Background: an optimization exercise with open tools, aiming at small area. Do not read the settings as production practice. RTL that was checked went through simulation tests only; none was proved equivalent to the original. The RTL of runs 2 to 4, 6 and 7 was laid out without a check of its function. Power figures rest on the tool's default switching activity, not on a simulated workload.

**flow/run.sh**
```bash
#!/bin/bash
# Own layout flow: the standard flow (standard.sh) with these changes:
#  - synthesis maps the logic with an area-oriented ABC script (flow/area.abc)
#    and without the adder-extraction step (ADDER_MAP_FILE empty); register
#    mapping is untouched, and flow/regnames.py gives every register the
#    instance name the standard synthesis gave it (paired by Q net, same
#    cell type), so the registers match the standard synthesis;
#  - ports are buffered with the smallest buffer (buf_1);
#  - clock tree synthesis uses clkbuf_4, larger sink clusters and no dummy loads.
# If the registers do not pair up, it falls back to the standard flow.
# Each tool's full output goes to its own log in this folder.
set -uo pipefail
HERE=$(pwd)
RES=$HERE/orfs/results/$FLOW_PLATFORM/top/base
export MY_ABC_SCRIPT=$HERE/flow/area.abc
EXTRA=(SYNTH_SCRIPT=$HERE/flow/my_synth.tcl ADDER_MAP_FILE= "BUFFER_PORTS_ARGS=-buffer_cell sky130_fd_sc_hd__buf_1" "CTS_ARGS=-sink_clustering_enable -repair_clock_nets -dont_use_dummy_load -buf_list sky130_fd_sc_hd__clkbuf_4 -sink_clustering_size 25 -sink_clustering_max_diameter 100")

fallback() {
  echo "falling back to the standard flow: $1" | tee -a fallback.txt
  rm -rf $HERE/orfs
  bash standard.sh > standard.log 2>&1
  exit $?
}

# 1. the standard synthesis, for reference
bash standard.sh synth > std_synth.log 2>&1 || fallback "standard synthesis failed"
cp $RES/1_2_yosys.v $HERE/std_1_2_yosys.v
rm -rf $HERE/orfs
# 2. our synthesis
bash standard.sh "${EXTRA[@]}" $RES/1_2_yosys.v > my_synth.log 2>&1 || fallback "own synthesis failed"
cp $RES/1_2_yosys.v $HERE/my_1_2_yosys.v
python3 $HERE/flow/regnames.py $HERE/std_1_2_yosys.v $HERE/my_1_2_yosys.v $RES/1_2_yosys.v > regnames.log 2>&1 \
  || fallback "registers do not pair up ($(tail -1 regnames.log))"
# 3. the rest of the flow
bash standard.sh "${EXTRA[@]}" finish > my_flow.log 2>&1
```
**flow/area.abc**
```
strash
&get -n
&fraig -x
&put
scorr
dc2
dc2
strash
&get -n
&dch -f
&nf -R 1000
&put
strash
&get -n
&dch -f
&nf -R 1000
&put
```
**flow/my_synth.tcl**
```tcl
# Standard synthesis (synth_recipe.tcl) with one change: ABC maps the
# combinational logic with the area-oriented script in MY_ABC_SCRIPT.
proc synth {args} { yosys synth -nofsm -noshare {*}$args }
if {[info exists ::env(MY_ABC_SCRIPT)] && $::env(MY_ABC_SCRIPT) ne ""} {
  proc abc {args} {
    set i [lsearch $args -script]
    if {$i >= 0} { lset args [expr {$i+1}] $::env(MY_ABC_SCRIPT) }
    set j [lsearch $args -D]
    if {$j >= 0} { set args [lreplace $args $j [expr {$j+1}]] }
    puts "MYABC: abc $args"
    yosys abc {*}$args
  }
}
source $::env(SCRIPTS_DIR)/synth.tcl
# left out here: clear keep_hierarchy, flatten, clean up, hide names made inside functions, write 1_2_yosys.v
```
**flow/regnames.py**
```python
#!/usr/bin/env python3
"""Give the registers of netlist MINE the instance names that the standard
synthesis (netlist STD) gave them, pairing each register by the net on its Q
pin. Exits non-zero (and changes nothing) if the registers do not pair up one
to one with the same cell types.
usage: regnames.py STD MINE OUT"""
import re, sys

CELL = re.compile(r'^(\s*)(sky130_fd_sc_hd__\w+)\s+(\\\S+\s|[A-Za-z_][\w$]*)\s*\((.*?)\);', re.M | re.S)
FLOP = re.compile(r'sky130_fd_sc_hd__(df|edf|sdf|dl)')

def flops(text):
    res = {}
    for m in CELL.finditer(text):
        typ, name, body = m.group(2), m.group(3).strip(), m.group(4)
        if not FLOP.match(typ):
            continue
        q = re.search(r'\.Q\(\s*(\\\S+\s|[^\s()]+)\s*\)', body)
        if not q:
            sys.exit('no Q on %s' % name)
        key = q.group(1).strip()
        if key in res:
            sys.exit('Q net %s twice' % key)
        res[key] = (typ, name)
    return res

std_t = open(sys.argv[1]).read()
my_t = open(sys.argv[2]).read()
fs, fm = flops(std_t), flops(my_t)
if set(fs) != set(fm):
    sys.exit('register Q nets differ: %s' % sorted(set(fs) ^ set(fm))[:10])
for k in fs:
    if fs[k][0] != fm[k][0]:
        sys.exit('cell type differs on %s: %s vs %s' % (k, fs[k][0], fm[k][0]))
want = {fm[k][1]: fs[k][1] for k in fs}          # my flop name -> std name
taken = set(want.values())
n = [0]
def fresh():
    while True:
        n[0] += 1
        c = '_rn%d_' % n[0]
        if c not in taken:
            return c
def sub(m):
    name = m.group(3).strip()
    if name in want:
        new = want[name]
    elif name in taken:
        new = fresh()
    else:
        return m.group(0)
    tok = new + ' ' if new.startswith('\\') else new
    return '%s%s %s (%s);' % (m.group(1), m.group(2), tok, m.group(4))
out = CELL.sub(sub, my_t)
# check
fo = flops(out)
assert {k: v for k, v in fo.items()} == fs, 'rename failed'
open(sys.argv[3], 'w').write(out)
print('renamed %d registers' % sum(1 for k in fs if fs[k][1] != fm[k][1]))
```
**standard.sh**
```bash
#!/bin/bash
# synth_recipe.tcl (not shown) runs the flow's synth.tcl, then flattens the netlist and writes it again
# the make line also repeats each setting of config.mk as NAME=value (left out here)
make -C /OpenROAD-flow-scripts/flow DESIGN_CONFIG=/design/flow/config.mk WORK_HOME=/design/flow/orfs CLKGATE_MAP_FILE= SYNTH_SCRIPT=/design/flow/synth_recipe.tcl "${@:-finish}"
```
**config.mk**
```make
export PLATFORM = sky130hd
export DESIGN_NAME = top
export DESIGN_NICKNAME = top
export VERILOG_FILES = /design/flow/design.v
export SDC_FILE = /design/flow/constraint.sdc
export NUM_CORES = 4
export LEC_CHECK = 0
export CAP_MARGIN = 20
export CORE_MARGIN = 2
export CORE_UTILIZATION = 40
export SLEW_MARGIN = 20
```
**constraint.sdc**
```tcl
create_clock -name core_clock -period 10.0 [get_ports {CLK100MHZ}]
set_input_delay 2.0000 -clock core_clock [delete_from_list [all_inputs] [get_ports {CLK100MHZ}]]
set_output_delay 2.0000 -clock core_clock [all_outputs]
set_load 0.01 [all_outputs]
```
**design.v**
```verilog
`timescale 1ns / 1ps
module debouncer (
    input clk,
    input rst,
    input btn_in,
    output reg btn_out
);
    localparam [7:0] POL = 8'hfd;
    reg [7:0] s;
    wire [7:0] q = s ^ POL;
    wire mismatch = btn_in ^ btn_out;
    wire term = ~|{q[7:4], q[2], q[0]};
    wire en = mismatch & ~term & ~rst;
    wire [7:0] q_n = en ? {q[6:0], q[7] ^ q[2]} : 8'h04;
    always @(posedge clk) begin
        s <= q_n ^ POL;
        if (rst) btn_out <= 1'b0;
        else if (mismatch && term) btn_out <= btn_in;
    end
endmodule
module top (
    input CLK100MHZ,
    input BTNC, BTNU, BTNL,
    input [15:0] swt,
    input rst,
    output [15:0] led,
    output [7:0] AN,
    output [6:0] segments
);
    wire clk = CLK100MHZ;
    reg [4:0] p;
    reg [8:0] h;
    reg blink;
    wire p9 = p[4] & ~p[3];
    wire p4 = ~p[4] & p[3];
    wire h499 = ~|{h[7:5], h[3:0]};
    wire h1 = ~|{h[7:4], h[2:0]};
    wire wrap = p9 & h499;
    wire sec_tick = wrap & ~blink;                        
    wire upd = p4 & blink & h1;                           
    always @(posedge clk) begin
        p <= rst ? 5'd0 : {p[3:0], ~p[4]};
        if (rst | wrap) h <= 9'h004;
        else if (p9) h <= {h[7:0], h[8] ^ h[3]};
        if (rst) blink <= 1'b0;
        else if (wrap) blink <= ~blink;
    end
    wire brake_db, rev_db, u_db, l_db;
    debouncer deb_brake(clk, rst, BTNC, brake_db);
    debouncer deb_rev(clk, rst, swt[8], rev_db);
    debouncer deb_u(clk, rst, BTNU, u_db);
    debouncer deb_l(clk, rst, BTNL, l_db);
    reg L, R, X, ebq;
    wire eb = u_db & l_db;
    wire press = eb & ~ebq;
    always @(posedge clk) begin
        if (rst) begin
            {L, R, X} <= 3'b000;
            ebq <= 1'b0;
        end else begin
            ebq <= eb;
            if (press) {L, R, X} <= X ? 3'b000 : 3'b111;
            else if (!X) begin
                case ({L, R})
                    2'b00: if (swt[7]) {L, R} <= 2'b11;
                           else if (swt[15]) {L, R} <= 2'b10;
                           else if (swt[0]) {L, R} <= 2'b01;
                    2'b10: if (!swt[15] && !swt[7]) {L, R} <= 2'b00;
                    2'b01: if (!swt[0] && !swt[7]) {L, R} <= 2'b00;
                    default: if (!swt[7]) {L, R} <= 2'b00;
                endcase
            end
        end
    end
    reg rs, A;
    reg [3:0] su;    
    reg [2:0] st;    
    reg [3:0] m;     
    wire su9 = su[3] & su[0];
    wire st5 = st[2] & st[0];
    wire [3:0] su_n = {(su[3] & ~su[0]) | (su[2] & su[1] & su[0]),
                       su[2] ^ (su[1] & su[0]),
                       ~su[3] & (su[1] ^ su[0]),
                       ~su[0]};
    wire [2:0] st_n = {(st[2] & ~st[0]) | (st[1] & st[0]),
                       ~st[2] & (st[1] ^ st[0]),
                       ~st[0]};
    wire [3:0] m_n = {m[3] ^ (m[2] & m[1] & m[0]), m[2] ^ (m[1] & m[0]), m[1] ^ m[0], ~m[0]};
    always @(posedge clk) begin
        if (rst) rs <= 1'b1;
        else if (sec_tick) rs <= ~X;
        if (sec_tick) A <= rs | ~X;
        if (rst || (upd && A)) begin
            su <= 4'd0; st <= 3'd0; m <= 4'd0;
        end else if (upd) begin
            su <= su_n;
            if (su9) begin
                st <= st_n;
                if (st5) m <= m_n;
            end
        end
    end
    reg on, onp;
    reg [1:0] k;
    always @(posedge clk) begin
        if (rst) begin
            on <= 1'b0; onp <= 1'b0; k <= 2'd3;
        end else if (p4) begin
            onp <= on;
            on <= X;
            k <= X ? {k[1] ^ k[0], ~k[0]} : 2'd3;
        end
    end
    wire m_ge10 = m[3] & (m[2] | m[1]);
    wire [3:0] m_units = m_ge10 ? {1'b0, m[2] & m[1], m[2] & ~m[1], m[0]} : m;
    reg [3:0] dv;
    always @(*) begin
        case (k)
            2'd0: dv = su;
            2'd1: dv = {1'b0, st};
            2'd2: dv = m_units;
            default: dv = {3'b000, m_ge10};
        endcase
        if (!onp) dv = 4'd0;
    end
    reg [6:0] seg;
    always @(*) begin
        case (dv)
            4'h0: seg = 7'b1000000;
            4'h1: seg = 7'b1111001;
            4'h2: seg = 7'b0100100;
            4'h3: seg = 7'b0110000;
            4'h4: seg = 7'b0011001;
            4'h5: seg = 7'b0010010;
            4'h6: seg = 7'b0000010;
            4'h7: seg = 7'b1111000;
            4'h8: seg = 7'b0000000;
            default: seg = 7'b0010000;
        endcase
    end
    assign segments = on ? seg : 7'b1111111;
    assign AN = {4'b1111, ~({4{on}} & {k[1] & k[0], k[1] & ~k[0], ~k[1] & k[0], ~k[1] & ~k[0]})};
    wire brake = X | brake_db;
    assign led = {brake, blink & L, 6'b0, brake, rev_db, 4'b0, blink & R, brake};
endmodule
```
==> reports/qor.txt, run 1 <==
Number of core rows = 30
Grt ovf = 0
WL final = 4960 um
Hold buffers post-CTS = 0
Ys flop type = dfxtp_1
Boundary Pins = 52
Syn_area_per_cell = 8.62 um2
Antenna Cells = 0
CP Class = reg2out
Worst-path maximum fanout = 7
Top cells by area, synth = dfxtp_1, nand2_1, nor2_1
Setup violators final = 0
CP dominant cell by count = o21ai_0
Endpoint type of the worst setup path = output port
Top post-synthesis cells by count = dfxtp_1, nand2_1, nor2_1
Unique cell type count in the Yosys netlist = 34
Initial Util = 41.5%
Vias = 2213
Initial antenna violation count = 0
Placer congestion estimate = 0.826
DR iter-0 viols = 58
Core area = 6830 um2
Die ar. = 7780 um2
Clock root cell = clkbuf_4
Synthesized area = 2840 um2
Hold Crit Class = reg2reg
Slew margin rel. = 60.4%
CTS tree = yes
Period utilisation layout = 43.3%
Via density = 4.87
Sequential area share after synthesis = 51.2%
Period minus WS final = 4.33 ns
Max Cap Viol = 0
Routed Antenna Nets = 0
Die X = 88.2 um
Area delta synth->final = 7.02%
Total track usage = 13.6%
Layout cells sized above 1 = 2.79%
Fmax = 0.231 GHz
RR Endpoint = m[3]$_SDFFE_PP0P_
Die height = 88.2 um
Non-filler instance count after layout = 454
Final Skew = 0.0320 ns
Peak supply drop = 0.102 mV
Drt first pass iters = 4
P_leak = 1.09 nW
WL per Instance = 10.9 um
Worst setup path endpoint = segments[6]
Cells on worst reg2reg path = 9
Worst slack at placement = 6.09 ns
Endpoints failing hold = 0
Crit path largest cell delay = 0.43 ns
First-pass GRT wire length = 8270 um
Clock Pin Slew Worst Setup and Hold Paths = 0.11 ns
Remaining DRCs = 0
H-tree level count = 3
Worst path cell trace = nor2b_1 -> nand2_1 -> o21ai_0 -> nand2_1 -> o21ai_0 -> o21ai_0 -> buf_1
Inst Count DP = 445
Post-CTS Resized = 0
Num CTS Buffers = 9
Worst slew pin tran = 0.592 ns
Yosys warnings = 2
Post-Synthesis Cells = 329
RSZ-0062 raised after global routing = false
Vias in the first global route = 1954
Cell accounting for the most synthesized area = dfxtp_1
Slowest-stage cell, CP = dfxtp_1
Latest clock arrival within the worst-skew pair = 0.38 ns
Status = no timing/DRC/antenna violations
Arrival @ worst endpoint = 2.33 ns
Max Slew Vio Count = 0
Cell area after layout = 3030 um2
Number of fill cells in the layout = 704
Clock Path Buffers = 2
Largest net degree at the start of global routing = 40
Reg2Reg Launch Point = h[5]$_SDFFE_PP0P_
Top-area cell type share of the netlist area = 50.1%
Final #Nets = 381
Top-count cell post-synth = dfxtp_1
Power per cell area = 154 nW/um2
DP Wirelength = 3540 um
Setup TNS = 0 ns
Flops & latches, synth = 72
R2R Setup Slk = 7.39 ns
Critical path data required time = 8.00 ns
Ys async rst share = 0%
Hold Slack = 0.372 ns
EDFF count, synth = 1
Worst setup margin = 5.67 ns
IO buf count = 25
Number of post-CTS setup repair buffers = 0
Worst setup SP type = flip-flop
Crit path from = k[1]$_SDFFE_PP1P_
Clock Sinks = 72
Placed Area = 2970 um2
-- per-layer routing --
layer,global-route usage [%],share of wire (%),vias up
li1,-,-,1159
met1,16.0,48,1014
met2,22.4,47,38
met3,5.75,4.1,2
met4,4.41,0.63,0
met5,0,0,-
-- final cells by class --
cell class              count  area [um2]  area share, %
well taps                  96         120           3.96
inverters                   3        11.3          0.371
clock buffers               9        67.6           2.23
repair buffers             26         101           3.34
flip-flops and latches     72        1450           47.8
multi-input cells         248        1280           42.3
-- logic make-up (layout without fill, tap and decap cells) --
group           count (synthesis)  count (layout)  share of synthesized area [%]
simple gates                  160             160                           27.5
flops                          72              72                           51.2
compound gates                 67              67                           13.6
buf+inv                        21              38                           5.16
xor+xnor                        6               6                           1.85
other cells                     2              14                          0.265
mux                             1               1                          0.353
-- flip-flops by register name, indices dropped and copies added (netlist names), 2 cells and up, named ones only --
name,flops
p,5
su,3
st,2
deb_l.s,8
deb_rev.s,8
deb_brake.s,8
deb_u.s,8
h,9
m,4
k,2
-- critical path, delay by kind of cell, from the launching register on --
family	cells	cell delay, ns
AND/OR/NAND/NOR	3	0.61
buffers and inverters	1	0.15
flip-flops	1	0.43
AO/OA/AOI/OAI	3	0.77
-- metrics by stage --
step                      power, W  util (%)
after detailed placement  0.000351      43.4
after floorplan           0.000345         -
final                     0.000467      44.4
after CTS                 0.000477      44.4
after global routing      0.000494      44.4
after global placement    0.000350      43.4
-- worst min path at each step --
stage / endpoint / cells past startpoint / from
global route: deb_rev.s[2]$_DFF_P_ / 1 / deb_rev.s[1]$_SDFF_PN0_
floorplan: deb_brake.s[2]$_DFF_P_ / 1 / deb_brake.s[1]$_SDFF_PN0_
CTS: deb_rev.s[2]$_DFF_P_ / 1 / deb_rev.s[1]$_SDFF_PN0_
finish: deb_rev.s[2]$_DFF_P_ / 1 / deb_rev.s[1]$_SDFF_PN0_
global placement: deb_u.s[2]$_DFF_P_ / 1 / deb_u.s[1]$_SDFF_PN0_
detailed placement: deb_rev.s[2]$_DFF_P_ / 1 / deb_rev.s[1]$_SDFF_PN0_
-- power by group --
group          leakage (nW)  switching [W]  internal (W)
logic                 0.456      0.0000241     0.0000149
clock network        0.0414      0.0000802     0.0000420
registers             0.590     0.00000736      0.000298
-- layout by cell type, fill, tap and decap left out, types with 6 or more instances in the layout --
cell       n
dfxtp_1   71
xnor2_1    6
or3_1     12
and2_0     7
clkbuf_4   9
o21ai_0   25
a21oi_1   25
nor2_1    39
buf_1     25
nor3_1     8
conb_1    14
nor2b_1   11
nand2_1   42
nand3_1    8
or2_0     11
nand2b_1  11
==> inputs of run 2 (changes only) <==
--- a/design.v
+++ b/design.v
@@ -28,18 +28,18 @@
     output [6:0] segments
 );
     wire clk = CLK100MHZ;
-    reg [4:0] p;
+    reg [3:0] p;
     reg [8:0] h;
     reg blink;
-    wire p9 = p[4] & ~p[3];
-    wire p4 = ~p[4] & p[3];
+    wire p9 = p[3] & ~p[2] & ~p[0];
+    wire p4 = ~p[2] & p[1] & p[0];
     wire h499 = ~|{h[7:5], h[3:0]};
     wire h1 = ~|{h[7:4], h[2:0]};
     wire wrap = p9 & h499;
     wire sec_tick = wrap & ~blink;                        
     wire upd = p4 & blink & h1;                           
     always @(posedge clk) begin
-        p <= rst ? 5'd0 : {p[3:0], ~p[4]};
+        p <= rst ? 4'd0 : {p[2:0], p[0] ? p[2] ^ p[3] : ~p[3]};
         if (rst | wrap) h <= 9'h004;
         else if (p9) h <= {h[7:0], h[8] ^ h[3]};
         if (rst) blink <= 1'b0;
@@ -100,14 +100,14 @@
             end
         end
     end
-    reg on, onp;
+    reg v;
     reg [1:0] k;
+    wire off = ~v & k[1] & k[0];
     always @(posedge clk) begin
         if (rst) begin
-            on <= 1'b0; onp <= 1'b0; k <= 2'd3;
+            v <= 1'b0; k <= 2'd3;
         end else if (p4) begin
-            onp <= on;
-            on <= X;
+            v <= X & ~off;
             k <= X ? {k[1] ^ k[0], ~k[0]} : 2'd3;
         end
     end
@@ -121,7 +121,7 @@
             2'd2: dv = m_units;
             default: dv = {3'b000, m_ge10};
         endcase
-        if (!onp) dv = 4'd0;
+        if (!v) dv = 4'd0;
     end
     reg [6:0] seg;
     always @(*) begin
@@ -138,8 +138,8 @@
             default: seg = 7'b0010000;
         endcase
     end
-    assign segments = on ? seg : 7'b1111111;
-    assign AN = {4'b1111, ~({4{on}} & {k[1] & k[0], k[1] & ~k[0], ~k[1] & k[0], ~k[1] & ~k[0]})};
+    assign segments = off ? 7'b1111111 : seg;
+    assign AN = {4'b1111, ~{v & k[1] & k[0], k[1] & ~k[0], ~k[1] & k[0], ~k[1] & ~k[0]}};
     wire brake = X | brake_db;
     assign led = {brake, blink & L, 6'b0, brake, rev_db, 4'b0, blink & R, brake};
 endmodule
--- a/flow/run.sh
+++ b/flow/run.sh
@@ -6,14 +6,15 @@
 #    instance name the standard synthesis gave it (paired by Q net, same
 #    cell type), so the registers match the standard synthesis;
 #  - ports are buffered with the smallest buffer (buf_1);
-#  - clock tree synthesis uses clkbuf_4, larger sink clusters and no dummy loads.
+#  - clock tree synthesis uses clkbuf_4 (clkbuf_8 at the root) and no dummy loads;
+#  - one tie cell per constant value drives all the constant outputs.
 # If the registers do not pair up, it falls back to the standard flow.
 # Each tool's full output goes to its own log in this folder.
 set -uo pipefail
 HERE=$(pwd)
 RES=$HERE/orfs/results/$FLOW_PLATFORM/top/base
 export MY_ABC_SCRIPT=$HERE/flow/area.abc
-EXTRA=(SYNTH_SCRIPT=$HERE/flow/my_synth.tcl ADDER_MAP_FILE= "BUFFER_PORTS_ARGS=-buffer_cell sky130_fd_sc_hd__buf_1" "CTS_ARGS=-sink_clustering_enable -repair_clock_nets -dont_use_dummy_load -buf_list sky130_fd_sc_hd__clkbuf_4 -sink_clustering_size 25 -sink_clustering_max_diameter 100")
+EXTRA=(SYNTH_SCRIPT=$HERE/flow/my_synth.tcl ADDER_MAP_FILE= SKIP_REPAIR_TIE_FANOUT=1 "BUFFER_PORTS_ARGS=-buffer_cell sky130_fd_sc_hd__buf_1" "CTS_ARGS=-sink_clustering_enable -repair_clock_nets -dont_use_dummy_load -buf_list sky130_fd_sc_hd__clkbuf_4 -root_buf sky130_fd_sc_hd__clkbuf_8 -sink_clustering_size 12 -sink_clustering_max_diameter 60")
 
 fallback() {
   echo "falling back to the standard flow: $1" | tee -a fallback.txt
==> reports/qor.txt, run 2 <==
Ys flop type = dfxtp_1
Arrival @ worst endpoint = 2.25 ns
Area fraction in compound gates after synthesis = 13.4%
Post-synthesis mux area share = 0.356%
EDFF count, synth = 1
RSZ-0062 raised after global routing = false
Top reg by flops = h
Power per cell area = 168 nW/um2
Die ar. = 7710 um2
Post-CTS Resized = 0
Die X = 87.8 um
Clock Path Buffers = 2
Endpoints failing hold = 0
Clock Pin Slew Worst Setup and Hold Paths = 0.06 ns
Number of post-CTS setup repair buffers = 0
Number of core rows = 30
Clock Sinks = 70
Routed Antenna Nets = 0
Flops & latches, synth = 70
Logic gate share of total power = 8.7%
Net load switching power = 0.000120 W
Slowest-stage cell, CP = dfxtp_1
Top-area cell type share of the netlist area = 49.1%
Period utilisation layout = 42.5%
Worst-path maximum fanout = 9
Initial antenna violation count = 0
Simple-gate area share of the yosys netlist = 27.9%
Most common cell after layout, fill and taps aside = dfxtp_1
Top post-synthesis cells by count = dfxtp_1, nand2_1, nor2_1
Largest net degree at the start of global routing = 38
Peak supply drop = 0.103 mV
CTS tree = yes
Syn_area_per_cell = 8.47 um2
Most frequent cells in the layout = dfxtp_1, nand2_1, nor2_1
Remaining DRCs = 0
Worst setup SP type = flip-flop
Top-count cell post-synth = dfxtp_1
Critical path data required time = 8.00 ns
Number of fill cells in the layout = 681
Clock root cell = clkbuf_8
Cell accounting for the most synthesized area = dfxtp_1
WL final = 4930 um
CP dominant cell by count = nand2_1
Latest clock arrival within the worst-skew pair = 0.33 ns
Yosys warnings = 2
Vias in the first global route = 1958
Sequential area share after synthesis = 50.2%
Max Cap Viol = 0
IO buf count = 25
Post-Synthesis Cells = 332
Initial Util = 41.4%
Hold Slack = 0.383 ns
Area delta synth->final = 7.48%
Sequential power share = 58.9%
Number of flip-flops in the largest register = 9
DR iter-0 viols = 85
Total track usage = 14.1%
Adder-cell share of the synthesized area = 0%
Xor/xnor share of the synthesized area = 2.18%
Boundary Pins = 52
Non-filler instance count after layout = 445
Synthesized area = 2810 um2
WL per Instance = 11.1 um
Inst Count DP = 436
Antenna Cells = 0
Status = no timing/DRC/antenna violations
Vias = 2148
DP Wirelength = 3530 um
Final Skew = 0.0201 ns
Worst path cell trace = nor2_1 -> a221oi_1 -> a31oi_1 -> nand2_1 -> nand2_1 -> nand2_1 -> a21o_1 -> a21oi_1 -> buf_1
Drt first pass iters = 4
Int Pwr = 0.000388 W
Unique cell type count in the Yosys netlist = 32
Main combinational cell family by area after synthesis = simple AND/OR/NAND/NOR gates
Ys async rst share = 0%
Period minus WS final = 4.25 ns
Hold Crit Class = reg2reg
Final #Nets = 372
Grt ovf = 0
Die height = 87.8 um
Layout cells sized above 1 = 2.87%
CP Class = reg2out
Endpoint type of the worst setup path = output port
Via density = 4.83
Clk pwr share = 32.4%
First-pass GRT wire length = 8510 um
Max Slew Vio Count = 0
Core area = 6790 um2
Cell area after layout = 3020 um2
Setup violators final = 0
Hold buffers post-CTS = 0
Placed Area = 2900 um2
Placer congestion estimate = 0.815
Num CTS Buffers = 9
Top cells by area, synth = dfxtp_1, nand2_1, nor2_1
P_leak = 1.06 nW
Sw frac = 23.6%
Fmax = 0.236 GHz
Setup TNS = 0 ns
H-tree level count = 3
Crit path largest cell delay = 0.38 ns
run 2: path summary, 6_finish.rpt:
path                                           startpoint                endpoint  slack, ns  depth (start not counted)
worst max-delay path                    k[0]$_SDFFE_PP1P_             segments[1]       5.75                          9
worst min-delay path            deb_brake.s[1]$_SDFF_PN0_  deb_brake.s[2]$_DFF_P_       0.38                          1
worst max register to register          h[5]$_SDFFE_PP0P_       m[3]$_SDFFE_PP0P_       7.35                          9
worst min register to register  deb_brake.s[1]$_SDFF_PN0_  deb_brake.s[2]$_DFF_P_       0.38                          1
run 2: cell type report:
cell class | count | area, um2 | area share, %
Timing Repair Buffer | 26 | 101 | 3.35
Inverter | 6 | 22.5 | 0.745
Multi-Input combinational cell | 238 | 1240 | 41.1
Clock buffer | 9 | 124 | 4.10
Sequential cell | 70 | 1410 | 46.7
Tap cell | 96 | 120 | 3.98
run 2: cell families after synthesis:
logic type,count (synthesis)
AO/OA/AOI/OAI,66
XOR/XNOR,7
buffers and inverters,24
multiplexers,1
other,2
AND/OR/NAND/NOR,162
flip-flops,70
run 2: power by group through the flow:
stage	clock (W)	sequential [W]	combinational [W]
5_1_grt	0.000183	0.000301	0.0000512
3_5_place_dp	0	0.000305	0.0000440
2_1_floorplan	0	0.000303	0.0000387
3_3_place_gp	0	0.000305	0.0000433
4_1_cts	0.000173	0.000299	0.0000443
6_report	0.000165	0.000299	0.0000440
run 2: critical path, delay by kind of cell (launching register included):
kind | cells | cell delay [ns]
AOI/OAI and AO/OA | 4 | 0.78
buffers and inverters | 1 | 0.16
DFF | 1 | 0.38
and+or+nand+nor | 4 | 0.61
run 2: metal layers:
metal  up-vias  wire length (um)  track usage, %
li1       1142                 -               -
met1       960              2470            17.9
met2        35              2090            21.3
met3        11               263            4.24
met4         0               100            7.97
met5         -                 0               0
run 2: metrics by stage:
step	total power [W]	setup WS (ns)	utilization, %
2_1_floorplan	0.000341	6.39	-
3_3_place_gp	0.000348	6.08	42.7
3_5_place_dp	0.000349	6.10	42.7
4_1_cts	0.000516	5.73	44.5
5_1_grt	0.000535	5.50	44.5
6_report	0.000507	5.75	44.5
==> inputs of run 3 (changes only) <==
--- a/flow/run.sh
+++ b/flow/run.sh
@@ -14,7 +14,7 @@
 HERE=$(pwd)
 RES=$HERE/orfs/results/$FLOW_PLATFORM/top/base
 export MY_ABC_SCRIPT=$HERE/flow/area.abc
-EXTRA=(SYNTH_SCRIPT=$HERE/flow/my_synth.tcl ADDER_MAP_FILE= SKIP_REPAIR_TIE_FANOUT=1 "BUFFER_PORTS_ARGS=-buffer_cell sky130_fd_sc_hd__buf_1" "CTS_ARGS=-sink_clustering_enable -repair_clock_nets -dont_use_dummy_load -buf_list sky130_fd_sc_hd__clkbuf_4 -root_buf sky130_fd_sc_hd__clkbuf_8 -sink_clustering_size 12 -sink_clustering_max_diameter 60")
+EXTRA=(SYNTH_SCRIPT=$HERE/flow/my_synth.tcl ADDER_MAP_FILE= SKIP_REPAIR_TIE_FANOUT=1 "BUFFER_PORTS_ARGS=-buffer_cell sky130_fd_sc_hd__buf_1" "CTS_ARGS=-sink_clustering_enable -repair_clock_nets -dont_use_dummy_load -buf_list sky130_fd_sc_hd__clkbuf_2 sky130_fd_sc_hd__clkbuf_4 -sink_clustering_size 10 -sink_clustering_max_diameter 50")
 
 fallback() {
   echo "falling back to the standard flow: $1" | tee -a fallback.txt
==> flow/area.abc (replaced) <==
strash
&get -n
&fraig -x
&put
scorr
dc2
strash
&get -n
&deepsyn -T 20
&put
strash
&get -n
&dch -f
&nf -R 1000
&put
mfs3 -a
==> reports/qor.txt, run 3 <==
Sequential area share after synthesis = 52.5%
First Err = [ERROR STA-0564] clock_tree_synthesis positional arguments not supported.
DP Wirelength = 3420 um
Die height = 86.0 um
Fail Step = clock tree synthesis (4_1_cts)
Yosys warnings = 2
EDFF count, synth = 1
Placer congestion estimate = 0.803
Ys async rst share = 0%
Top cells by area, synth = dfxtp_1, buf_4, or3_1
Ys flop type = dfxtp_1
Top-count cell post-synth = dfxtp_1
IO buf count = 25
Post-Synthesis Cells = 297
Placed Area = 2750 um2
Initial Util = 41.9%
Status = aborted with a tool error
Unique cell type count in the Yosys netlist = 32
Number of core rows = 29
Top post-synthesis cells by count = dfxtp_1, nor2_1, nand2_1
Flops & latches, synth = 70
Boundary Pins = 52
Cell accounting for the most synthesized area = dfxtp_1
Die X = 86.0 um
Top-area cell type share of the netlist area = 51.4%
Inst Count DP = 382
Syn_area_per_cell = 9.05 um2
Synthesized area = 2690 um2
[run 3: power groups by stage]
| stage | clock, W | combinational (W) | sequential (W) |
|---|---|---|---|
| floorplan | 0 | 0.0000444 | 0.000306 |
| global placement | 0 | 0.0000510 | 0.000308 |
| detailed placement | 0 | 0.0000515 | 0.000308 |
[run 3: logic make-up after synthesis]
| family | count (synthesis) | synth area share [%] |
|---|---|---|
| other | 2 | 0.279 |
| DFF | 70 | 52.5 |
| and+or+nand+nor | 130 | 24.8 |
| xor gates and xnor gates | 8 | 2.61 |
| muxes | 1 | 0.372 |
| buffers and inverters | 29 | 6.56 |
| AOI/OAI and AO/OA | 57 | 12.8 |
[run 3: how the worst min path moves through the flow]
stage                              startpoint                     end  slack [ns]  cells past startpoint
floorplan           deb_brake.s[1]$_SDFF_PN0_  deb_brake.s[2]$_DFF_P_        0.38                      1
global placement        deb_u.s[1]$_SDFF_PN0_      deb_u.s[2]$_DFF_P_        0.38                      1
detailed placement  deb_brake.s[1]$_SDFF_PN0_  deb_brake.s[2]$_DFF_P_        0.39                      1
[run 3: through the flow]
step	power, W	setup slack, ns	hold WS (ns)
2_1_floorplan	0.000350	5.61	0.376
3_3_place_gp	0.000359	5.56	0.381
3_5_place_dp	0.000359	5.56	0.386
==> inputs of run 4 (changes only) <==
--- a/flow/run.sh
+++ b/flow/run.sh
@@ -14,7 +14,7 @@
 HERE=$(pwd)
 RES=$HERE/orfs/results/$FLOW_PLATFORM/top/base
 export MY_ABC_SCRIPT=$HERE/flow/area.abc
-EXTRA=(SYNTH_SCRIPT=$HERE/flow/my_synth.tcl ADDER_MAP_FILE= SKIP_REPAIR_TIE_FANOUT=1 "BUFFER_PORTS_ARGS=-buffer_cell sky130_fd_sc_hd__buf_1" "CTS_ARGS=-sink_clustering_enable -repair_clock_nets -dont_use_dummy_load -buf_list sky130_fd_sc_hd__clkbuf_2 sky130_fd_sc_hd__clkbuf_4 -sink_clustering_size 10 -sink_clustering_max_diameter 50")
+EXTRA=(SYNTH_SCRIPT=$HERE/flow/my_synth.tcl ADDER_MAP_FILE= SKIP_REPAIR_TIE_FANOUT=1 "BUFFER_PORTS_ARGS=-buffer_cell sky130_fd_sc_hd__buf_1" "CTS_ARGS=-sink_clustering_enable -repair_clock_nets -dont_use_dummy_load -buf_list sky130_fd_sc_hd__clkbuf_4 -sink_clustering_size 24 -sink_clustering_max_diameter 80")
 
 fallback() {
   echo "falling back to the standard flow: $1" | tee -a fallback.txt
==> reports/qor.txt, run 4 <==
Final Skew = 0.0495 ns
Num CTS Buffers = 9
P_leak = 1.00 nW
WL per Instance = 12.3 um
Most frequent cells in the layout = dfxtp_1, nor2_1, buf_1
Number of core rows = 29
First-pass GRT wire length = 8540 um
Yosys warnings = 2
Worst-path maximum fanout = 7
Most common cell after layout, fill and taps aside = dfxtp_1
Setup TNS = 0 ns
Hold Crit Class = reg2reg
Vias in the first global route = 1921
Final #Nets = 337
Area delta synth->final = 4.84%
CP Class = reg2out
Number of post-CTS setup repair buffers = 0
Period utilisation layout = 48.6%
Endpoints failing hold = 0
Routed Antenna Nets = 0
Placer congestion estimate = 0.803
Max Cap Viol = 0
Post-CTS Resized = 0
Latest clock arrival within the worst-skew pair = 0.41 ns
Slew margin rel. = 51.6%
Setup violators final = 0
Cell accounting for the most synthesized area = dfxtp_1
Die height = 86.0 um
Worst slew pin tran = 0.719 ns
Initial antenna violation count = 0
Boundary Pins = 52
Initial Util = 41.9%
R2R Setup Slk = 6.93 ns
Sequential power share = 63.3%
Remaining DRCs = 0
Top-area cell type share of the netlist area = 51.4%
Status = no timing/DRC/antenna violations
Total track usage = 14.8%
Period minus WS final = 4.86 ns
Ys async rst share = 0%
Layout cells sized above 1 = 3.18%
IO buf count = 25
Vias = 2045
Unique cell type count in the Yosys netlist = 32
Clock Pin Slew Worst Setup and Hold Paths = 0.08 ns
Clock root cell = clkbuf_4
Top post-synthesis cells by count = dfxtp_1, nor2_1, nand2_1
Endpoint type of the worst setup path = output port
Clock Sinks = 70
Ys flop type = dfxtp_1
WL final = 4830 um
Worst setup SP type = flip-flop
Flops & latches, synth = 70
Core area = 6420 um2
Critical path data required time = 8.00 ns
Max Slew Vio Count = 0
Net load switching power = 0.000123 W
Top reg by flops = h
Antenna Cells = 0
Post-Synthesis Cells = 297
Logic gate share of total power = 10.7%
Hold buffers post-CTS = 0
Grt ovf = 0
Die ar. = 7390 um2
Peak supply drop = 0.0815 mV
DR iter-0 viols = 83
Top-count cell post-synth = dfxtp_1
CTS tree = yes
Clk pwr share = 26.0%
Arrival @ worst endpoint = 2.86 ns
H-tree level count = 3
Syn_area_per_cell = 9.05 um2
Largest net degree at the start of global routing = 35
Die X = 86.0 um
Number of flip-flops in the largest register = 9
Int Pwr = 0.000354 W
DP Wirelength = 3420 um
Fin util = 43.9%
Synthesized area = 2690 um2
Drt first pass iters = 4
Sw frac = 25.8%
Via density = 5.23
Fmax = 0.206 GHz
RSZ-0062 raised after global routing = false
EDFF count, synth = 1
Top cells by area, synth = dfxtp_1, buf_4, or3_1
Sequential area share after synthesis = 52.5%
Power per cell area = 169 nW/um2
Clock Path Buffers = 2
[run 4: cell counts after synthesis]
No cell type changed its count.
[run 4: worst max-delay path, cell delays in order (launching register included)]
cell and delay (ns):
dfxtp_1 0.43, nor2b_1 0.29, clkinv_1 0.18, o22ai_1 0.18, a31oi_1 0.05, o21ai_0 0.18
a31oi_1 0.18, a21oi_1 0.22, a21oi_1 0.09, a31oi_1 0.14, a21oi_1 0.08, nand2_1 0.12
nand2b_1 0.07, o22ai_1 0.10, buf_1 0.16
[run 4: logic make-up (layout without fill, tap and decap cells)]
| family | count (synthesis) | in the layout | share of synthesized area, % |
|---|---|---|---|
| AOI/OAI and AO/OA | 57 | 57 | 12.8 |
| xor gates and xnor gates | 8 | 8 | 2.61 |
| buffers and inverters | 29 | 46 | 6.56 |
| DFF | 70 | 70 | 52.5 |
| muxes | 1 | 1 | 0.372 |
| other | 2 | 2 | 0.279 |
| and+or+nand+nor | 130 | 130 | 24.8 |
[run 4: area by class of cell]
cell class              count  area [um2]
multi-input cells         198        1100
repair buffers             26         101
flip-flops and latches     70        1410
fillers                   637        3600
well taps                  77        96.3
inverters                  11        41.3
clock buffers               9        67.6
[run 4: metal layers]
metal | share of wire (%) | vias to the layer above | global-route usage [%]
li1 | - | 1054 | -
met1 | 49 | 947 | 18.4
met2 | 44 | 35 | 22.8
met3 | 4.9 | 9 | 5.97
met4 | 1.5 | 0 | 5.77
met5 | 0 | - | 0
[run 4: through the flow]
step / setup WS (ns) / instance area (um2) / hold WS [ns] / std cells / total power (W)
after floorplan: 5.61 / 2690 / 0.376 / 297 / 0.000350
after global placement: 5.56 / 2750 / 0.381 / 382 / 0.000359
after detailed placement: 5.56 / 2750 / 0.386 / 382 / 0.000359
after CTS: 5.10 / 2820 / 0.403 / 391 / 0.000485
after global routing: 4.67 / 2820 / 0.419 / 391 / 0.000505
final: 5.14 / 2820 / 0.398 / 391 / 0.000476
[run 4: power by group through the flow]
stage | Combinational (W) | Clock [W] | Sequential, W
floorplan | 0.0000444 | 0 | 0.000306
global placement | 0.0000510 | 0 | 0.000308
detailed placement | 0.0000515 | 0 | 0.000308
CTS | 0.0000518 | 0.000132 | 0.000302
global route | 0.0000592 | 0.000142 | 0.000304
finish | 0.0000511 | 0.000124 | 0.000302
[run 4: path summary, 6_finish.rpt]
check / startpoint / endpoint / cells past startpoint
min reg2reg: deb_brake.s[1]$_SDFF_PN0_ / deb_brake.s[2]$_DFF_P_ / 1
max reg2reg: h[2]$_SDFFE_PP1P_ / m[3]$_SDFFE_PP0P_ / 9
min: deb_brake.s[1]$_SDFF_PN0_ / deb_brake.s[2]$_DFF_P_ / 1
max: k[1]$_SDFFE_PP1P_ / segments[1] / 14
==> inputs of run 5 (changes only) <==
--- a/design.v
+++ b/design.v
@@ -14,8 +14,7 @@
     wire [7:0] q_n = en ? {q[6:0], q[7] ^ q[2]} : 8'h04;
     always @(posedge clk) begin
         s <= q_n ^ POL;
-        if (rst) btn_out <= 1'b0;
-        else if (mismatch && term) btn_out <= btn_in;
+        btn_out <= ~rst & (term ? btn_in : btn_out);
     end
 endmodule
 module top (
--- a/flow/run.sh
+++ b/flow/run.sh
@@ -13,6 +13,9 @@
 set -uo pipefail
 HERE=$(pwd)
 RES=$HERE/orfs/results/$FLOW_PLATFORM/top/base
+# keep every file the tools write inside this folder
+mkdir -p $HERE/tmp $HERE/home
+export TMPDIR=$HERE/tmp HOME=$HERE/home XDG_CACHE_HOME=$HERE/home/.cache
 export MY_ABC_SCRIPT=$HERE/flow/area.abc
 EXTRA=(SYNTH_SCRIPT=$HERE/flow/my_synth.tcl ADDER_MAP_FILE= SKIP_REPAIR_TIE_FANOUT=1 "BUFFER_PORTS_ARGS=-buffer_cell sky130_fd_sc_hd__buf_1" "CTS_ARGS=-sink_clustering_enable -repair_clock_nets -dont_use_dummy_load -buf_list sky130_fd_sc_hd__clkbuf_4 -sink_clustering_size 24 -sink_clustering_max_diameter 80")
 
@@ -34,3 +37,7 @@
   || fallback "registers do not pair up ($(tail -1 regnames.log))"
 # 3. the rest of the flow
 bash standard.sh "${EXTRA[@]}" finish > my_flow.log 2>&1
+rc=$?
+wait
+rm -rf $HERE/tmp
+exit $rc
==> reports/qor.txt, run 5 <==
Grt ovf = 0
WL per Instance = 11.4 um
Status = no timing/DRC/antenna violations
Most frequent cells in the layout = dfxtp_1, nor2_1, nand2_1
Delay-heaviest family, CP = simple AND/OR/NAND/NOR gates
Worst slack at placement = 5.60 ns
Worst path cell trace = nor2b_1 -> clkinv_1 -> o21ai_0 -> a31oi_1 -> o21ai_0 -> nor2b_1 -> nor2b_1 -> nor2_1 -> nor2_1 -> and2_0 -> buf_1
Post-CTS Resized = 0
Slew margin rel. = 36.3%
Core area = 6390 um2
Initial antenna violation count = 0
DR iter-0 viols = 63
Hold buffers post-CTS = 0
Top reg by flops = h
Num CTS Buffers = 9
WL final = 4320 um
Yosys warnings = 2
Setup violators final = 0
Clock root cell = clkbuf_4
Worst-path maximum fanout = 7
Vias in the first global route = 1690
Initial Util = 41.8%
Placed Area = 2730 um2
Endpoint type of the worst setup path = output port
EDFF count, synth = 1
Ys async rst share = 0%
Post-Synthesis Cells = 285
CTS tree = yes
Antenna Cells = 0
Top-count cell post-synth = dfxtp_1
Final Skew = 0.0300 ns
DP Wirelength = 2970 um
First-pass GRT wire length = 7560 um
P_leak = 1.01 nW
Die height = 85.7 um
Placer congestion estimate = 0.851
Max Slew Vio Count = 0
H-tree level count = 3
Number of flip-flops in the largest register = 9
Hold Crit Class = reg2reg
Layout cells sized above 1 = 3.32%
Syn_area_per_cell = 9.36 um2
Crit path buffers/inverters = 2
Via density = 5.09
Drt first pass iters = 4
Top post-synthesis cells by count = dfxtp_1, nor2_1, nand2_1
Boundary Pins = 52
Max Cap Viol = 0
Latest clock arrival within the worst-skew pair = 0.39 ns
Peak supply drop = 0.123 mV
Top cells by area, synth = dfxtp_1, buf_4, nor2_1
Cell area after layout = 2790 um2
Top-area cell type share of the netlist area = 51.8%
Ys flop type = dfxtp_1
Cell accounting for the most synthesized area = dfxtp_1
CP Class = reg2out
Number of core rows = 29
Area delta synth->final = 4.64%
Unique cell type count in the Yosys netlist = 37
Die ar. = 7340 um2
Flops & latches, synth = 70
Vias = 1924
IO buf count = 25
Number of post-CTS setup repair buffers = 0
Slowest-stage cell, CP = dfxtp_1
Routed Antenna Nets = 0
Remaining DRCs = 0
Most common cell after layout, fill and taps aside = dfxtp_1
Setup TNS = 0 ns
Crit path largest cell delay = 0.45 ns
Largest net degree at the start of global routing = 55
Clock Sinks = 70
Total Power = 0.000453 W
Die X = 85.7 um
Fmax = 0.208 GHz
Power per cell area = 162 nW/um2
Total track usage = 13.0%
Worst setup margin = 5.20 ns
Worst slew pin tran = 0.956 ns
Synthesized area = 2670 um2
Arrival @ worst endpoint = 2.80 ns
Period minus WS final = 4.80 ns
Fin util = 43.7%
RSZ-0062 raised after global routing = false
CP dominant cell by count = nor2b_1
Critical path data required time = 8.00 ns
Clock Pin Slew Worst Setup and Hold Paths = 0.08 ns
Endpoints failing hold = 0
Worst setup SP type = flip-flop
Final #Nets = 324
Clock Path Buffers = 2
Period utilisation layout = 48.0%
Sequential area share after synthesis = 52.9%
[run 5: logic make-up after synthesis]
kind of cell	after synthesis	share of synthesized area (%)
other	2	0.281
AOI/OAI and AO/OA	41	10.3
xor gates and xnor gates	12	3.94
buffers and inverters	24	5.91
and+or+nand+nor	131	24.8
DFF	70	52.9
muxes	5	1.88
[run 5: worst paths after layout]
path	cells past startpoint	slack, ns	endpoint	start
worst max-delay path	11	5.20	segments[2]	k[1]$_SDFFE_PP1P_
worst min register to register	1	0.39	deb_l.s[2]$_DFF_P_	deb_l.s[1]$_SDFF_PN0_
worst min-delay path	1	0.39	deb_l.s[2]$_DFF_P_	deb_l.s[1]$_SDFF_PN0_
worst max register to register	9	7.06	m[3]$_SDFFE_PP0P_	h[5]$_SDFFE_PP0P_
[run 5: layer usage]
| layer | up-vias | share of wire (%) | wire, um | track usage, % |
|---|---|---|---|---|
| li1 | 1019 | - | - | - |
| met1 | 861 | 52 | 2240 | 17.1 |
| met2 | 38 | 41 | 1770 | 18.3 |
| met3 | 6 | 5.6 | 240 | 5.87 |
| met4 | 0 | 1.6 | 68 | 5.77 |
| met5 | - | 0 | 0 | 0 |
[run 5: power breakdown]
part / switching, W / total [W] / internal (W)
sequential: 0.00000614 / 0.000295 / 0.000289
clock: 0.0000785 / 0.000120 / 0.0000418
combinational: 0.0000240 / 0.0000375 / 0.0000136
total: 0.000109 / 0.000453 / 0.000344
[run 5: metrics by stage]
stage | instances | hold WS, ns
6_report | 378 | 0.395
5_1_grt | 378 | 0.409
4_1_cts | 378 | 0.399
3_5_place_dp | 369 | 0.385
3_3_place_gp | 369 | 0.377
2_1_floorplan | 285 | 0.374
[run 5: area by class of cell]
cell class,count,area (um2)
flip-flops and latches,70,1410
multi-input cells,191,1100
repair buffers,25,95.1
well taps,77,96.3
inverters,6,22.5
fillers,626,3590
clock buffers,9,67.6
[run 5: worst register-to-register path, stage by stage, from the launching register on]
cell and delay (ns):
dfxtp_1 0.34, nor4_1 0.43, nand2_1 0.10, nor4_1 0.50
and2_0 0.44, and3_1 0.33, and3_1 0.28, and3_1 0.21
xnor2_1 0.12, nor2_1 0.05
==> inputs of run 6 (changes only) <==
--- a/design.v
+++ b/design.v
@@ -14,7 +14,8 @@
     wire [7:0] q_n = en ? {q[6:0], q[7] ^ q[2]} : 8'h04;
     always @(posedge clk) begin
         s <= q_n ^ POL;
-        btn_out <= ~rst & (term ? btn_in : btn_out);
+        if (rst) btn_out <= 1'b0;
+        else if (mismatch && term) btn_out <= btn_in;
     end
 endmodule
 module top (
--- a/flow/run.sh
+++ b/flow/run.sh
@@ -17,7 +17,7 @@
 mkdir -p $HERE/tmp $HERE/home
 export TMPDIR=$HERE/tmp HOME=$HERE/home XDG_CACHE_HOME=$HERE/home/.cache
 export MY_ABC_SCRIPT=$HERE/flow/area.abc
-EXTRA=(SYNTH_SCRIPT=$HERE/flow/my_synth.tcl ADDER_MAP_FILE= SKIP_REPAIR_TIE_FANOUT=1 "BUFFER_PORTS_ARGS=-buffer_cell sky130_fd_sc_hd__buf_1" "CTS_ARGS=-sink_clustering_enable -repair_clock_nets -dont_use_dummy_load -buf_list sky130_fd_sc_hd__clkbuf_4 -sink_clustering_size 24 -sink_clustering_max_diameter 80")
+EXTRA=(SYNTH_SCRIPT=$HERE/flow/my_synth.tcl ADDER_MAP_FILE= SKIP_REPAIR_TIE_FANOUT=1 "BUFFER_PORTS_ARGS=-buffer_cell sky130_fd_sc_hd__buf_1" "CTS_ARGS=-sink_clustering_enable -repair_clock_nets -dont_use_dummy_load -buf_list sky130_fd_sc_hd__clkbuf_4 -root_buf sky130_fd_sc_hd__clkbuf_8 -tree_buf sky130_fd_sc_hd__clkbuf_4 -sink_clustering_size 24 -sink_clustering_max_diameter 80")
 
 fallback() {
   echo "falling back to the standard flow: $1" | tee -a fallback.txt
==> reports/qor.txt, run 6 <==
Top-count cell post-synth = dfxtp_1
Total Power = 0.000519 W
Top post-synthesis cells by count = dfxtp_1, nor2_1, nand2_1
Clock root cell = clkbuf_8
Worst setup SP type = flip-flop
Inst Count DP = 382
Die height = 86.0 um
Fmax = 0.208 GHz
IO buf count = 25
Syn_area_per_cell = 9.05 um2
Unique cell type count in the Yosys netlist = 32
Total track usage = 14.8%
Slew margin rel. = 51.5%
H-tree level count = 3
Setup violators final = 0
Number of post-CTS setup repair buffers = 0
Clk pwr share = 32.0%
Core area = 6420 um2
Remaining DRCs = 0
Final Skew = 0.0261 ns
Top reg by flops = h
Endpoints failing hold = 0
Logic gate share of total power = 9.9%
Number of flip-flops in the largest register = 9
Clock Path Buffers = 2
Sw frac = 24.5%
Initial antenna violation count = 0
Top cells by area, synth = dfxtp_1, buf_4, or3_1
Peak supply drop = 0.0986 mV
Period utilisation layout = 48.1%
Boundary Pins = 52
Latest clock arrival within the worst-skew pair = 0.34 ns
Net load switching power = 0.000127 W
Area delta synth->final = 6.93%
Initial Util = 41.9%
First-pass GRT wire length = 8600 um
Post-CTS Resized = 0
Synthesized area = 2690 um2
Worst slew pin tran = 0.721 ns
DR iter-0 viols = 57
Drt first pass iters = 4
Status = no timing/DRC/antenna violations
Clock Pin Slew Worst Setup and Hold Paths = 0.07 ns
Hold Slack = 0.394 ns
Num CTS Buffers = 9
Yosys warnings = 2
Max Slew Vio Count = 0
Post-Synthesis Cells = 297
Cell accounting for the most synthesized area = dfxtp_1
CP Class = reg2out
Largest net degree at the start of global routing = 35
Ys flop type = dfxtp_1
Vias = 2031
WL final = 4870 um
Hold Crit Class = reg2reg
Antenna Cells = 0
Final #Nets = 337
Worst slack at placement = 5.56 ns
Number of fill cells in the layout = 634
Vias in the first global route = 1944
Ys async rst share = 0%
Max Cap Viol = 0
Flops & latches, synth = 70
RSZ-0062 raised after global routing = false
Hold buffers post-CTS = 0
EDFF count, synth = 1
DP Wirelength = 3420 um
Top-area cell type share of the netlist area = 51.4%
Setup TNS = 0 ns
Non-filler instance count after layout = 391
Critical path data required time = 8.00 ns
Worst-path maximum fanout = 7
Most frequent cells in the layout = dfxtp_1, nor2_1, buf_1
Power per cell area = 181 nW/um2
Sequential area share after synthesis = 52.5%
Via density = 5.19
Sequential power share = 58.1%
WL per Instance = 12.5 um
CTS tree = yes
Worst setup margin = 5.19 ns
Die X = 86.0 um
Clock Sinks = 70
P_leak = 1.03 nW
Most common cell after layout, fill and taps aside = dfxtp_1
R2R Setup Slk = 6.89 ns
Grt ovf = 0
Placer congestion estimate = 0.803
Endpoint type of the worst setup path = output port
Number of core rows = 29
Period minus WS final = 4.81 ns
Die ar. = 7390 um2
Arrival @ worst endpoint = 2.81 ns
Int Pwr = 0.000392 W
Layout cells sized above 1 = 3.18%
Routed Antenna Nets = 0
==> run 6: metrics by stage <==
stage	utilization (%)	instance area, um2
floorplan	-	2690
global placement	42.8	2750
detailed placement	42.8	2750
CTS	44.8	2880
global route	44.8	2880
finish	44.8	2880
==> run 6: power by group through the flow <==
stage	Sequential, W	Combinational, W	Clock, W
3_3_place_gp	0.000308	0.0000510	0
2_1_floorplan	0.000306	0.0000444	0
6_report	0.000302	0.0000512	0.000166
3_5_place_dp	0.000308	0.0000515	0
4_1_cts	0.000302	0.0000518	0.000176
5_1_grt	0.000304	0.0000592	0.000185
==> run 6: logic make-up after synthesis <==
group	count (synthesis)	share of synthesized area, %
AO/OA/AOI/OAI	57	12.8
XOR/XNOR	8	2.61
buffers and inverters	29	6.56
flip-flops	70	52.5
multiplexers	1	0.372
other	2	0.279
AND/OR/NAND/NOR	130	24.8
==> run 6: path summary, 6_finish.rpt <==
check / startpoint / endpoint / cells after the start
setup / recovery: k[1]$_SDFFE_PP1P_ / segments[1] / 14
hold / removal: deb_l.s[1]$_SDFF_PN0_ / deb_l.s[2]$_DFF_P_ / 1
setup reg to reg: h[2]$_SDFFE_PP1P_ / m[3]$_SDFFE_PP0P_ / 9
hold reg to reg: deb_l.s[1]$_SDFF_PN0_ / deb_l.s[2]$_DFF_P_ / 1
==> run 6: critical path, cell delays in order (launching register included) <==
cell and delay, ns:
dfxtp_1 0.42, nor2b_1 0.30, clkinv_1 0.18, o22ai_1 0.18
a31oi_1 0.05, o21ai_0 0.18, a31oi_1 0.18, a21oi_1 0.22
a21oi_1 0.09, a31oi_1 0.14, a21oi_1 0.08, nand2_1 0.12
nand2b_1 0.07, o22ai_1 0.10, buf_1 0.16
==> run 6: routing by layer <==
metal / global-route usage (%) / routed length, um / up-vias
li1: - / - / 1050
met1: 18.7 / 2390 / 940
met2: 23.1 / 2230 / 36
met3: 5.68 / 225 / 5
met4: 4.91 / 32 / 0
met5: 0 / 0 / -
==> run 6: area by class of cell <==
cell class | count | area, um2 | area share [%]
multi-input cells | 198 | 1100 | 38.3
flip-flops and latches | 70 | 1410 | 49.1
clock buffers | 9 | 124 | 4.31
well taps | 77 | 96.3 | 3.35
repair buffers | 26 | 101 | 3.52
inverters | 11 | 41.3 | 1.44
==> inputs of run 7 (changes only) <==
--- a/flow/run.sh
+++ b/flow/run.sh
@@ -13,9 +13,6 @@
 set -uo pipefail
 HERE=$(pwd)
 RES=$HERE/orfs/results/$FLOW_PLATFORM/top/base
-# keep every file the tools write inside this folder
-mkdir -p $HERE/tmp $HERE/home
-export TMPDIR=$HERE/tmp HOME=$HERE/home XDG_CACHE_HOME=$HERE/home/.cache
 export MY_ABC_SCRIPT=$HERE/flow/area.abc
 EXTRA=(SYNTH_SCRIPT=$HERE/flow/my_synth.tcl ADDER_MAP_FILE= SKIP_REPAIR_TIE_FANOUT=1 "BUFFER_PORTS_ARGS=-buffer_cell sky130_fd_sc_hd__buf_1" "CTS_ARGS=-sink_clustering_enable -repair_clock_nets -dont_use_dummy_load -buf_list sky130_fd_sc_hd__clkbuf_4 -root_buf sky130_fd_sc_hd__clkbuf_8 -tree_buf sky130_fd_sc_hd__clkbuf_4 -sink_clustering_size 24 -sink_clustering_max_diameter 80")
 
@@ -37,7 +34,3 @@
   || fallback "registers do not pair up ($(tail -1 regnames.log))"
 # 3. the rest of the flow
 bash standard.sh "${EXTRA[@]}" finish > my_flow.log 2>&1
-rc=$?
-wait
-rm -rf $HERE/tmp
-exit $rc
==> reports/qor.txt, run 7 <==
Endpoint, Worst Hold = deb_l.s[2]$_DFF_P_
Worst slack at placement = 5.56 ns
Period utilisation layout = 48.1%
Number of flip-flops in the largest register = 9
First-pass GRT wire length = 8600 um
Top reg by flops = h
Antenna Cells = 0
Slew margin rel. = 51.5%
Status = no timing/DRC/antenna violations
Endpoint type of the worst setup path = output port
Post-CTS Resized = 0
Num CTS Buffers = 9
Total track usage = 14.8%
Period minus WS final = 4.81 ns
Clock Sinks = 70
Layout cells sized above 1 = 3.18%
H-tree level count = 3
Most common cell after layout, fill and taps aside = dfxtp_1
Top cells by area, synth = dfxtp_1, buf_4, or3_1
Sequential power share = 58.1%
Die X = 86.0 um
Initial antenna violation count = 0
Hold buffers post-CTS = 0
Initial Util = 41.9%
WL per Instance = 12.5 um
Largest net degree at the start of global routing = 35
CTS tree = yes
Sw frac = 24.5%
Critical path data required time = 8.00 ns
Syn_area_per_cell = 9.05 um2
Post-Synthesis Cells = 297
Logic gate share of total power = 9.9%
R2R Setup Slk = 6.89 ns
Final Skew = 0.0261 ns
Ys flop type = dfxtp_1
Cells on worst reg2reg path = 9
Worst setup SP type = flip-flop
Max Slew Vio Count = 0
Top post-synthesis cells by count = dfxtp_1, nor2_1, nand2_1
Synthesized area = 2690 um2
Worst-path maximum fanout = 7
Clock Pin Slew Worst Setup and Hold Paths = 0.07 ns
Crit path largest cell delay = 0.42 ns
Cell accounting for the most synthesized area = dfxtp_1
Flops & latches, synth = 70
Setup violators final = 0
Inst Count DP = 382
Clock root cell = clkbuf_8
Routed Antenna Nets = 0
Int Pwr = 0.000392 W
Number of post-CTS setup repair buffers = 0
DR iter-0 viols = 57
Yosys warnings = 2
Min-delay src = deb_l.s[1]$_SDFF_PN0_
EDFF count, synth = 1
Worst slew pin tran = 0.721 ns
Endpoints failing hold = 0
Boundary Pins = 52
Fmax = 0.208 GHz
Non-filler instance count after layout = 391
DP Wirelength = 3420 um
Die height = 86.0 um
Drt first pass iters = 4
Reg2Reg Launch Point = h[2]$_SDFFE_PP1P_
Vias in the first global route = 1944
Max Cap Viol = 0
CP Class = reg2out
RR Endpoint = m[3]$_SDFFE_PP0P_
Slowest-stage cell, CP = dfxtp_1
Placed Area = 2750 um2
Peak supply drop = 0.0986 mV
Placer congestion estimate = 0.803
Cell area after layout = 2880 um2
Most frequent cells in the layout = dfxtp_1, nor2_1, buf_1
Number of core rows = 29
Grt ovf = 0
Ys async rst share = 0%
Core area = 6420 um2
Sequential area share after synthesis = 52.5%
Worst path cell trace = nor2b_1 -> clkinv_1 -> o22ai_1 -> a31oi_1 -> o21ai_0 -> a31oi_1 -> a21oi_1 -> a21oi_1 -> a31oi_1 -> a21oi_1 -> nand2_1 -> nand2b_1 -> o22ai_1 -> buf_1
P_leak = 1.03 nW
Latest clock arrival within the worst-skew pair = 0.34 ns
Power per cell area = 181 nW/um2
Remaining DRCs = 0
Vias = 2031
WL final = 4870 um
Unique cell type count in the Yosys netlist = 32
Hold Path Depth = 1
Arrival @ worst endpoint = 2.81 ns
Area delta synth->final = 6.93%
Top-area cell type share of the netlist area = 51.4%
IO buf count = 25
Final #Nets = 337
Via density = 5.19
Die ar. = 7390 um2
Worst setup margin = 5.19 ns
RSZ-0062 raised after global routing = false
Net load switching power = 0.000127 W
Hold Crit Class = reg2reg
Clk pwr share = 32.0%
Setup TNS = 0 ns
Top-count cell post-synth = dfxtp_1
Clock Path Buffers = 2
[run 7: cell counts in the layout (fill, tap and decap cells not counted)]
No cell type changed its count.
[run 7: final cells by class]
type / count / area [um2]
timing repair buffer: 26 / 101
fill: 634 / 3550
inverter: 11 / 41.3
clock buffer: 9 / 124
sequential: 70 / 1410
tap: 77 / 96.3
multi-input combinational: 198 / 1100
[run 7: stage by stage]
step | hold slack, ns | utilization, % | power (W)
after global routing | 0.412 | 44.8 | 0.000548
after detailed placement | 0.386 | 42.8 | 0.000359
after global placement | 0.381 | 42.8 | 0.000359
after floorplan | 0.376 | - | 0.000350
after CTS | 0.399 | 44.8 | 0.000529
final | 0.394 | 44.8 | 0.000519
[run 7: how the worst max path moves through the flow]
stage | slack (ns) | startpoint | endpoint
floorplan | 5.61 | k[1]$_SDFFE_PP1P_ | segments[1]
finish | 5.19 | k[1]$_SDFFE_PP1P_ | segments[1]
global placement | 5.56 | k[1]$_SDFFE_PP1P_ | segments[1]
global route | 4.76 | k[1]$_SDFFE_PP1P_ | segments[1]
CTS | 5.18 | k[1]$_SDFFE_PP1P_ | segments[1]
detailed placement | 5.56 | k[1]$_SDFFE_PP1P_ | segments[1]
[run 7: worst max-delay path, delay by kind of cell (launching register included)]
kind | cells | cell delay, ns
compound gates | 9 | 1.22
buf+inv | 2 | 0.34
flops | 1 | 0.42
simple gates | 3 | 0.49
[run 7: kinds of logic after synthesis]
logic type      after synthesis  synth area share, %
flops                        70                 52.5
other cells                   2                0.279
mux                           1                0.372
compound gates               57                 12.8
xor+xnor                      8                 2.61
buf+inv                      29                 6.56
simple gates                130                 24.8
[run 7: power by group through the flow]
stage                     clock, W  sequential [W]  combinational (W)
after CTS                 0.000176        0.000302          0.0000518
after detailed placement         0        0.000308          0.0000515
after global placement           0        0.000308          0.0000510
after global routing      0.000185        0.000304          0.0000592
final                     0.000166        0.000302          0.0000512
after floorplan                  0        0.000306          0.0000444
[run 7: layer usage]
| metal | global-route usage, % | vias to the layer above | part of all wire (%) | wire length, um |
|---|---|---|---|---|
| li1 | - | 1050 | - | - |
| met1 | 18.7 | 940 | 49 | 2390 |
| met2 | 23.1 | 36 | 46 | 2230 |
| met3 | 5.68 | 5 | 4.6 | 225 |
| met4 | 4.91 | 0 | 0.66 | 32 |
| met5 | 0 | - | 0 | 0 |

## re-timing with driven ports
How much do the figures lean on ideal ports? The routed layouts below were timed once more, with nothing changed but the port constraints.
Step 1 assumes that a clkbuf_16 drives the clock port and a buf_2 every other input.
Step 2, shift: input delay + t, output delay - t, t = (earliest + latest rising clock arrival at the registers) / 2. This alone moves slack from input paths to output paths.
Slacks: no drivers / after step 1 / after step 2; pairs: no drivers / after step 1.
run | shift t [ns] | slack for setup (ns) | worst setup path at the end | worst slew at a driven data input, ns
run 1 | 0.393 | 5.667 / 5.640 / 6.033 | register to output | 0.03
run 2 | 0.352 | 5.754 / 5.725 / 6.077 | register to output | 0.03
run 4 | 0.413 | 5.136 / 5.110 / 5.523 | register to output | 0.03
run 5 | 0.406 | 5.201 / 5.175 / 5.581 | register to output | 0.03
run 6 | 0.353 | 5.193 / 5.168 / 5.521 | register to output | 0.03
run 7 | 0.353 | 5.193 / 5.168 / 5.521 | register to output | 0.03
After both steps every run listed still meets setup and hold.
